What follows belongs to an exercise in optimizing a design on an open flow for small area; a production flow would make more cautious choices.
Function was checked by simulation only, so behaviour that the tests miss may differ from the original.
No activity file was given, so power comes from the tool's default toggle rates.

$ cat flow/run.sh
#!/bin/bash
# synth_recipe.tcl (not shown) runs the flow's synth.tcl, then flattens the netlist and writes it again
# the make line also repeats each setting of config.mk as NAME=value (left out here)
make -C /OpenROAD-flow-scripts/flow DESIGN_CONFIG=/design/flow/config.mk WORK_HOME=/design/flow/orfs CLKGATE_MAP_FILE= SYNTH_SCRIPT=/design/flow/synth_recipe.tcl finish
$ cat flow/config.mk
export PLATFORM = sky130hd
export DESIGN_NAME = UART
export DESIGN_NICKNAME = UART
export VERILOG_FILES = /design/flow/design.v
export SDC_FILE = /design/flow/constraint.sdc
export NUM_CORES = 4
export LEC_CHECK = 0
export CAP_MARGIN = 20
export CORE_MARGIN = 2
export CORE_UTILIZATION = 40
export SLEW_MARGIN = 20
$ cat flow/constraint.sdc
create_clock -name core_clock -period 10.0 [get_ports {clk}]
set_input_delay 2.0000 -clock core_clock [delete_from_list [all_inputs] [get_ports {clk}]]
set_output_delay 2.0000 -clock core_clock [all_outputs]
set_load 0.01 [all_outputs]
$ cat flow/design.v
`timescale 1ns / 1ps
module baud_decode(clk, rst, baud_control, baud_rate);
    input           clk, rst;
    input    [3:0]  baud_control; 
    output  [18:0]  baud_rate;
    reg     [18:0]  baud_rate;
    always @(*)
        case(baud_control)
            4'b0000: baud_rate = 19'd333_333;
            4'b0001: baud_rate = 19'd83_333;
            4'b0010: baud_rate = 19'd41_667;
            4'b0011: baud_rate = 19'd20_833;
            4'b0100: baud_rate = 19'd10_417;
            4'b0101: baud_rate = 19'd5_208;
            4'b0110: baud_rate = 19'd2_604;
            4'b0111: baud_rate = 19'd1_736;
            4'b1000: baud_rate = 19'd868;
            4'b1001: baud_rate = 19'd434;
            4'b1010: baud_rate = 19'd217;
            4'b1011: baud_rate = 19'd109;
            default: baud_rate = 19'd10_417;
        endcase
endmodule
`timescale 1ns / 1ps
module PED(reset, clk, in, ped);
input           clk, reset, in;
output          ped;
reg             q1, q2;
reg             nq1, nq2;
assign ped = q1 & ~q2;
always @(*)
    begin 
    nq1 = in;
    nq2 = q1;
    end 
always @(posedge clk, posedge reset)
    if (reset) {q1,q2} <= 2'b0;
    else     {q1,q2} <= {nq1,nq2};
endmodule
`timescale 1ns / 1ps
module Rx_engine(clk, rst, BAUD_DECODE, EIGHT, PEN, OHEL, RX, 
                 READS, UART_RDATA, PERR, FERR, OVF, RX_RDY);
    input           clk, rst;
    input  [18:0]   BAUD_DECODE;
    input           EIGHT, PEN, OHEL;
    input           RX; 
    input           READS;
    output  [7:0]   UART_RDATA; 
    output          RX_RDY;
    output          PERR, FERR, OVF;
    wire   [18:0]   K;
    wire            BTU, DONE; 
    wire            Gen_Parity1, Gen_Parity2, Re_Parity;
    wire            Parity_Error;
    reg     [3:0]   Q;
    reg     [1:0]   state, n_state; 
    reg             START, DOIT;
    reg    [18:0]   count, n_count;
    reg     [3:0]   bit_count, bit_count_n;
    reg     [9:0]   shift_reg, RJ_out;
    reg             PERR, FERR, OVF, RX_RDY;
    reg             Stop_Bit;
    always @(posedge clk, posedge rst) 
        if (rst) 
            state <= 2'b0;
        else
            state <= n_state;
    always @*
        case(state)
            2'b00: begin 
                   n_state = RX?  2'b00 : 2'b01;
                   {START,DOIT} = 2'b00;
                   end
            2'b01: begin
                   n_state = RX?  2'b00 : (BTU? 2'b10 : 2'b01);
                   {START,DOIT} = 2'b11; 
                   end
            2'b10: begin
                   n_state = DONE? 2'b00 : 2'b10;
                   {START,DOIT} = 2'b01;
                   end
            default: {n_state,START,DOIT} = 4'b0;
        endcase
    assign K = START? BAUD_DECODE>>1 : BAUD_DECODE; 
    always @(posedge rst, posedge clk) 
        if (rst)
            count <= 19'b0; 
        else   
            count <= n_count; 
    always @(*) 
        casex({DOIT,BTU})
            2'b0?: n_count = 19'b0;
            2'b10: n_count = count + 19'b1;
            2'b11: n_count = 19'b0;
            default: n_count = 19'b0; 
        endcase
    assign BTU = (count == K);
    always @(*) 
        case({EIGHT,PEN})
            2'b00: Q = 4'd9;
            2'b01: Q = 4'd10; 
            2'b10: Q = 4'd10;
            2'b11: Q = 4'd11;
            default: Q = 4'd9;
        endcase
    always @(posedge clk, posedge rst) 
        if (rst)
            bit_count <= 4'b0; 
        else 
            bit_count <= bit_count_n;
    always @(*)
        casex({DOIT,BTU})
            2'b0?: bit_count_n = 4'd0;
            2'b10: bit_count_n = bit_count;
            2'b11: bit_count_n = bit_count + 4'b1; 
            default: bit_count_n = 4'd0;
        endcase
    assign DONE = (bit_count == Q); 
    always @(posedge clk, posedge rst) 
        if (rst) 
            shift_reg <= 10'b0; 
        else if (BTU & ~START)
            shift_reg <= {RX,shift_reg[9:1]};
        else
            shift_reg <= shift_reg;      
    always @(*)
        case({PEN,EIGHT}) 
            2'b00: RJ_out = {2'b0,shift_reg[9:2]}; 
            2'b01: RJ_out = {1'b0,shift_reg[9:1]}; 
            2'b10: RJ_out = {1'b0,shift_reg[9:1]};
            2'b11: RJ_out = shift_reg; 
            default: RJ_out  = 10'b0; 
        endcase   
    assign UART_RDATA =  RJ_out[7:0]; 
    assign Gen_Parity1 = EIGHT? ^RJ_out[7:0] : ^{1'b0,RJ_out[6:0]}; 
    assign Gen_Parity2 = OHEL? ~Gen_Parity1 : Gen_Parity1;
    assign Re_Parity = EIGHT? RJ_out[8] : RJ_out[7]; 
    assign Parity_Error  = PEN & DONE & (Gen_Parity2 ^ Re_Parity);
    always @(posedge clk, posedge rst)
        if (rst) 
            PERR <= 1'b0;
        else if (Parity_Error)
            PERR <= 1'b1;
        else if(READS) 
            PERR <= 1'b0;
        else 
            PERR <= PERR; 
    always @(*)
        case({EIGHT,PEN}) 
            2'b00: Stop_Bit = RJ_out[7];
            2'b01: Stop_Bit = RJ_out[8];
            2'b10: Stop_Bit = RJ_out[8];
            2'b11: Stop_Bit = RJ_out[9];
            default: Stop_Bit = 1'b0;
        endcase
    always @(posedge clk, posedge rst)
        if (rst) 
            FERR <= 1'b0; 
        else if (~Stop_Bit&DONE)
            FERR <= 1'b1;
        else if (READS)
            FERR <= 1'b0;
        else 
            FERR <= FERR; 
    reg         DONE_reg;     
    always @(posedge clk, posedge rst) 
        if (rst)
            DONE_reg <= 1'b0;
        else
            DONE_reg <= DONE;
    always @(posedge clk, posedge rst)
        if (rst) 
            OVF <= 1'b0;
        else if (DONE & ~DONE_reg & RX_RDY)
            OVF <= 1'b1; 
        else if (READS)
            OVF <= 1'b0;
        else
            OVF <= OVF;
    always @(posedge clk, posedge rst) 
        if (rst) 
            RX_RDY <= 1'b0;
        else if (DONE)
            RX_RDY <= 1'b1;
        else if (READS)
            RX_RDY <= 1'b0;
        else 
            RX_RDY <= RX_RDY;
endmodule
`timescale 1ns / 1ps
module transmit_engine(clk, rst, write, out_port, eight, pen, ohel, 
		       baud_decode, TxRdy, Tx);
    input           clk, rst; 
    input           write, eight, pen, ohel;
    input  [18:0]   baud_decode;
    input   [7:0]   out_port; 
    output          TxRdy, Tx;
    reg             TxRdy, doit;
    reg    [18:0]   count, n_count;
    reg     [3:0]   bit_count, n_bit_count;
    reg     [7:0]   out_port_reg;
    reg             write_reg;
    reg             b9, b10;
    reg    [10:0]   shift_reg;
    wire            done, btu;
    wire            EP, OP;
    always @(posedge rst, posedge clk)
        if (rst) 
            TxRdy <= 1'b1;
        else if (done == 1'b1)
            TxRdy <= 1'b1;
        else if (write == 1'b1) 
            TxRdy <= 1'b0;
        else    
            TxRdy <= TxRdy;
    always @(posedge rst, posedge clk)
        if (rst) 
            doit <= 1'b0;
        else if (write == 1'b1)
            doit <= 1'b1;
        else if (done == 1'b1) 
            doit <= 1'b0;
        else    
            doit <= doit;
    always @(posedge rst, posedge clk)
        if(rst)             
            count <= 19'b0;
        else    
            count <= n_count; 
    always @(*)
        casex ({doit,btu})
            2'b0?:      n_count = 19'b0;
            2'b10:      n_count = count + 1;
            2'b11:      n_count = 19'b0;
            default:    n_count = 19'b0;
        endcase
    assign btu = (count == baud_decode)? 1'b1 : 1'b0;
    always @(posedge rst, posedge clk)
        if(rst)             
            bit_count <= 4'b0;
        else    
            bit_count <= n_bit_count; 
    always @(*)
        casex ({doit,btu})
            2'b0?:      n_bit_count = 4'b0;
            2'b10:      n_bit_count = bit_count;
            2'b11:      n_bit_count = bit_count + 1;
            default:    n_bit_count = 4'b0;
        endcase
    assign done = (bit_count == 4'd11)? 1'b1 : 1'b0;  
    always @(posedge clk, posedge rst) 
        if(rst)
            out_port_reg <= 8'b0;
        else if (write)
            out_port_reg <= out_port; 
        else 
            out_port_reg <= out_port_reg; 
    always @(posedge clk, posedge rst)
        if(rst)
            write_reg <= 1'b0;
        else
            write_reg <= write;
    always @(*)
        casex({eight,pen,ohel})
            3'b00?:  {b10,b9} = 2'b11;
            3'b010:  {b10,b9} = {1'b1,EP};
            3'b011:  {b10,b9} = {1'b1,OP};
            3'b10?:  {b10,b9} = {1'b1, out_port_reg[7]};
            3'b110:  {b10,b9} = {EP, out_port_reg[7]};
            3'b111:  {b10,b9} = {OP, out_port_reg[7]};
            default: {b10,b9} = 2'b11;
        endcase
    assign EP = eight? ^out_port_reg : ^out_port_reg[6:0];
    assign OP = eight? !(^out_port_reg) : !(^out_port_reg[6:0]);
    always @(posedge clk, posedge rst) 
        if(rst)
            shift_reg <= 11'h7FF;
        else if (write_reg) 
            shift_reg <= {b10,b9,out_port_reg[6:0],1'b0,1'b1};
        else if (btu)
            shift_reg <= {1'b1,shift_reg[10:1]};
        else 
            shift_reg <= shift_reg; 
    assign Tx = shift_reg[0];
endmodule
`timescale 1ns / 1ps
module UART(clk, rst, WRITES, READS, UDI, RX, UART_INT, TX, UDO);
    input               clk, rst, RX;
    input       [7:0]   READS, WRITES;
    input       [7:0]   UDI;
    output              TX, UART_INT;
    output      [7:0]   UDO; 
    reg         [7:0]   UART_config, UDO;
    wire       [18:0]   baud_decode; 
    wire        [7:0]   UART_RDATA;
    wire                TX_RDY, RX_RDY, TX_PED, RX_PED;
    wire                PERR, FERR, OVF;
    always @(posedge clk, posedge rst) 
        if (rst) 
            UART_config <= 8'b0;
        else if (WRITES[6])
            UART_config <= UDI; 
        else 
            UART_config <= UART_config;
    baud_decode 
        BAUD_DECODE(.clk(clk), 
                    .rst(rst), 
                    .baud_control(UART_config[7:4]), 
                    .baud_rate(baud_decode)); 
    Rx_engine
        RX_engine   (.clk(clk), 
                     .rst(rst), 
                     .BAUD_DECODE(baud_decode), 
                     .EIGHT(UART_config[3]), 
                     .PEN(UART_config[2]),
                     .OHEL(UART_config[1]), 
                     .RX(RX), 
                     .READS(READS[0]), 
                     .UART_RDATA(UART_RDATA), 
                     .PERR(PERR), 
                     .FERR(FERR), 
                     .OVF(OVF), 
                     .RX_RDY(RX_RDY));    
    transmit_engine
        TX_engine   (.clk(clk), 
                     .rst(rst), 
                     .write(WRITES[0]), 
                     .out_port(UDI), 
                     .eight(UART_config[3]), 
                     .pen(UART_config[2]), 
                     .ohel(UART_config[1]), 
		             .baud_decode(baud_decode), 
		             .TxRdy(TX_RDY), 
		             .Tx(TX));    
	always @(*)
	   begin
	   UDO = 8'b0;
	   if (READS[0])
	       UDO = UART_RDATA;
	   else if (READS[1])
	       UDO = {3'b0,OVF,FERR,PERR,TX_RDY,RX_RDY};
	   end 
    PED 
        RxPED (.reset(rst), .clk(clk), .in(RX_RDY), .ped(RX_PED));
    PED    
        TxPED (.reset(rst), .clk(clk), .in(TX_RDY), .ped(TX_PED));
    assign UART_INT = RX_PED | TX_PED;
endmodule
==> results.txt <==
cell type report:
class                      count  area [um2]
timing repair buffer          30         285
fill                        1421        8300
sequential                    96        2420
clock inverter                 7        75.1
inverter                      29         111
multi-input combinational    502        3500
tap                          188         235
clock buffer                   9         225
logic make-up (layout without fill, tap and decap cells):
family	after synthesis	after routing	share of synthesized area [%]
and+or+nand+nor	242	242	20.7
AOI/OAI and AO/OA	137	137	16.1
buffers and inverters	69	75	4.57
adders and majority gates	17	17	3.43
muxes	34	34	5.94
xor gates and xnor gates	72	72	10.2
DFF	96	96	39.0
stage by stage:
step                hold WS, ns  cell area, um2  setup slack, ns  instances  power, uW
finish                    0.387            6850             4.48        861       1070
CTS                       0.389            6850             4.48        861       1080
global placement          0.361            6550             4.50        845        723
detailed placement        0.371            6550             4.48        845        732
floorplan                 0.354            6190             5.51        667        671
global route              0.408            6850             4.38        861       1130
where the power goes:
group	internal (uW)	leakage (uW)	switching (uW)
clock	177	0.000144	166
sequential	420	0.00124	37.9
combinational	116	0.00141	153
total	713	0.00280	357
metal layers:
metal | routed length [um] | share of wire (%) | vias to the layer above
li1 | - | - | 2374
met1 | 6780 | 49 | 2332
met2 | 6420 | 47 | 58
met3 | 436 | 3.2 | 13
met4 | 158 | 1.1 | 0
met5 | 0 | 0 | -
final timing paths:
| kind | startpoint | to | slack [ns] | depth (start not counted) |
|---|---|---|---|---|
| worst max register to register | UART_config[5] | RX_engine.shift_reg[8] | 5.66 | 9 |
| worst min-delay path | RxPED.q1 | RxPED.q2 | 0.39 | 0 |
| max in group asynchronous | rst | TX_engine.count[17] | 6.87 | 3 |
| worst max-delay path | READS[0] | UDO[1] | 4.48 | 4 |
| min in group asynchronous | rst | RX_engine.shift_reg[4] | 1.99 | 2 |
| worst min register to register | RxPED.q1 | RxPED.q2 | 0.39 | 0 |
placed cells by master (no fill, tap or decap), drive strengths merged, types with 7 or more instances in the layout:
master         netlist  layout
dfrtp               84      84
nor2                58      58
nand2               55      55
xnor2               47      47
o21ai               33      33
inv                 28      31
xor2                25      25
nand3               25      25
clkdlybuf4s50        0      24
mux2                22      22
a21oi               21      21
ha                  17      17
nor2b               15      15
dfstp               12      12
nand2b              12      12
mux2i               12      12
a211oi              12      12
nand4               11      11
and3                 9       9
clkbuf              21       9
a221o                8       8
nor3                 7       7
==> summary.md <==
| Metric | Value |
|---|---|
| Dominant cells by area after synthesis | dfrtp_1, xnor2_1, dfstp_2, mux2_2, xor2_1 |
| Syn Area/Cell | 9.28 um2 |
| First-pass GRT wire length | 23.3 mm |
| CP Buf/Inv Count | 2 |
| Crit path DAT | 3.52 ns |
| RSZ-0062 raised after global routing | no |
| Cell variety after synth | 69 |
| Drt via density | about 5.5 |
| H-tree levels | 3 |
| I/O pin cnt | 37 |
| Clk sink count | 96 |
| Root buf cell | clkbuf_16 |
| Die Span Y | approximately 130 um |
| Post-route clock period utilization | 55.2% |
| DRC Markers | 0 |
| Initial antenna violation count | 0 |
| Pins Over Slew Limit | 0 |
| Initial core utilization | 40.9% |
| Vias in the first global route | roughly 4600 |
| CTS tree | done |
| Port bufs | 24 |
| Async SR Flop Fraction | 100% |
| Leakage power | 0.00280 uW |
| Tightest Pin Transition | around 0.8 ns |
| Iter 0 DRT Violations | 260 |
| Share of layout cells above drive strength 1 | between 10 and 15% |
| Tot GR Track Use | 17.5% |
| Met3 usage | 3.49% |
| Crit-path leading delay family | buffers and inverters |
| Finished Core Util | 45.2% |
| Overall overflow remaining after global route | 0 |
| Post-CTS Resized | 0 |
| Peak VDD IR | between 90 and 100 uV |
| CP max stage cell | clkdlybuf4s50_1 |
| Largest area contributor in the netlist | dfrtp_1 |
| DP HPWL | 9.94 mm |
| DRT Pass-1 Iters | 5 |
| Area Overhead vs Synth | 10.6% |
| Synth Warn # | 5 |
| FP Rows | 45 |
| HP Class | reg2reg |
| Routability cong. | around 0.84 |
| Final wirelength | 13.8 mm |
| Met1 Usage GRT | between 20 and 25% |
| Count leader, synth | dfrtp_1 |
| Mapped Cells | 667 |
| PD cells | approximately 160 nW/um2 |
| Maximum clock path buffer count | 2 |
| Largest net degree at the start of global routing | 66 |
| CP Launch Type | input pin |
| #FFs+latches synth | 96 |
| Core box area | 15100 um2 |
| Period minus WS final | approximately 5.5 ns |
| Critical path data required time | 8.00 ns |
| Worst setup EP type | output port |
| Total number of vias | 4777 |
| Status | complete, no violations |
| Postcts setup bufs | 0 |
| Ys flop type | dfrtp_1 |
| GR peak layer | met2 |
| Max_slew headroom | between 40% and 50% |
| Cts bufs inserted | 9 |
| Setup CP Type | in2out |
| Critical path's most frequent cell | clkdlybuf4s50_1 |
| CP Cell Sequence | clkdlybuf4s50_1, nor2b_1, a22o_1, clkdlybuf4s50_1 |
| Nets | 712 |
| DIE AREA | ~16000 um2 |
| ANT cells | 0 |
| Final count of hold timing violations | 0 |
| Yosys top cell area share | 33.9% |
| Worst clock skew | 0.00886 ns |
| Fmax | 181 MHz |
| Final setup fails | 0 |
| GR Layer Usage met2 | 27.6% |
| Syn_nets | 711 |
| Die width | about 130 um |
| Worst skew pair latency | 0.35 ns |
| Critical-path maximum fanout | 12 |
| Post-synthesis sequential area ratio | about two fifths |
| Routed wire length per instance | 16.0 um |
| Max incr delay on CP | 0.58 ns |
| Setup TNS | 0 ns |
| ANT nets after route | 0 |
| Post-synth EDFFs | 0 |
| Post-synth top cells | dfrtp_1, nor2_1, nand2_1 |
| Post-CTS Hold Buffers | 0 |
| Max Cap Viol | 0 |
| Clk pin slew, worst setup/hold paths | 0.08 ns |
| Post-Syn Area | 6190 um2 |

[port drivers added, routing unchanged]
The results above use ideal ports. As a check the final layout listed here was re-extracted and re-timed, cells and wires unchanged. Step 1 (the two cells are an assumption about what drives the block):
set clk [get_ports {clk}]
set_driving_cell -lib_cell sky130_fd_sc_hd__clkbuf_16 $clk
set_driving_cell -lib_cell sky130_fd_sc_hd__buf_2 [delete_from_list [all_inputs] $clk]
Step 2 adds t to the input delays and takes it off the output delays; t is the mean of the earliest and latest rising clock arrival at the registers after step 1. Input paths then give back, and output paths get back, about the clock's delay inside the block. a / b / c = no drivers / after step 1 / after step 2; a / b = the first two.
t, ns: 0.387
slack for setup (ns): 4.475 / 4.450 / 4.450
cell pins on the clock port's net: 1
After both steps this run still meets setup and hold. The setup slack of this run moves by -0.025 ns with the drivers and by -0.025 ns with both steps.
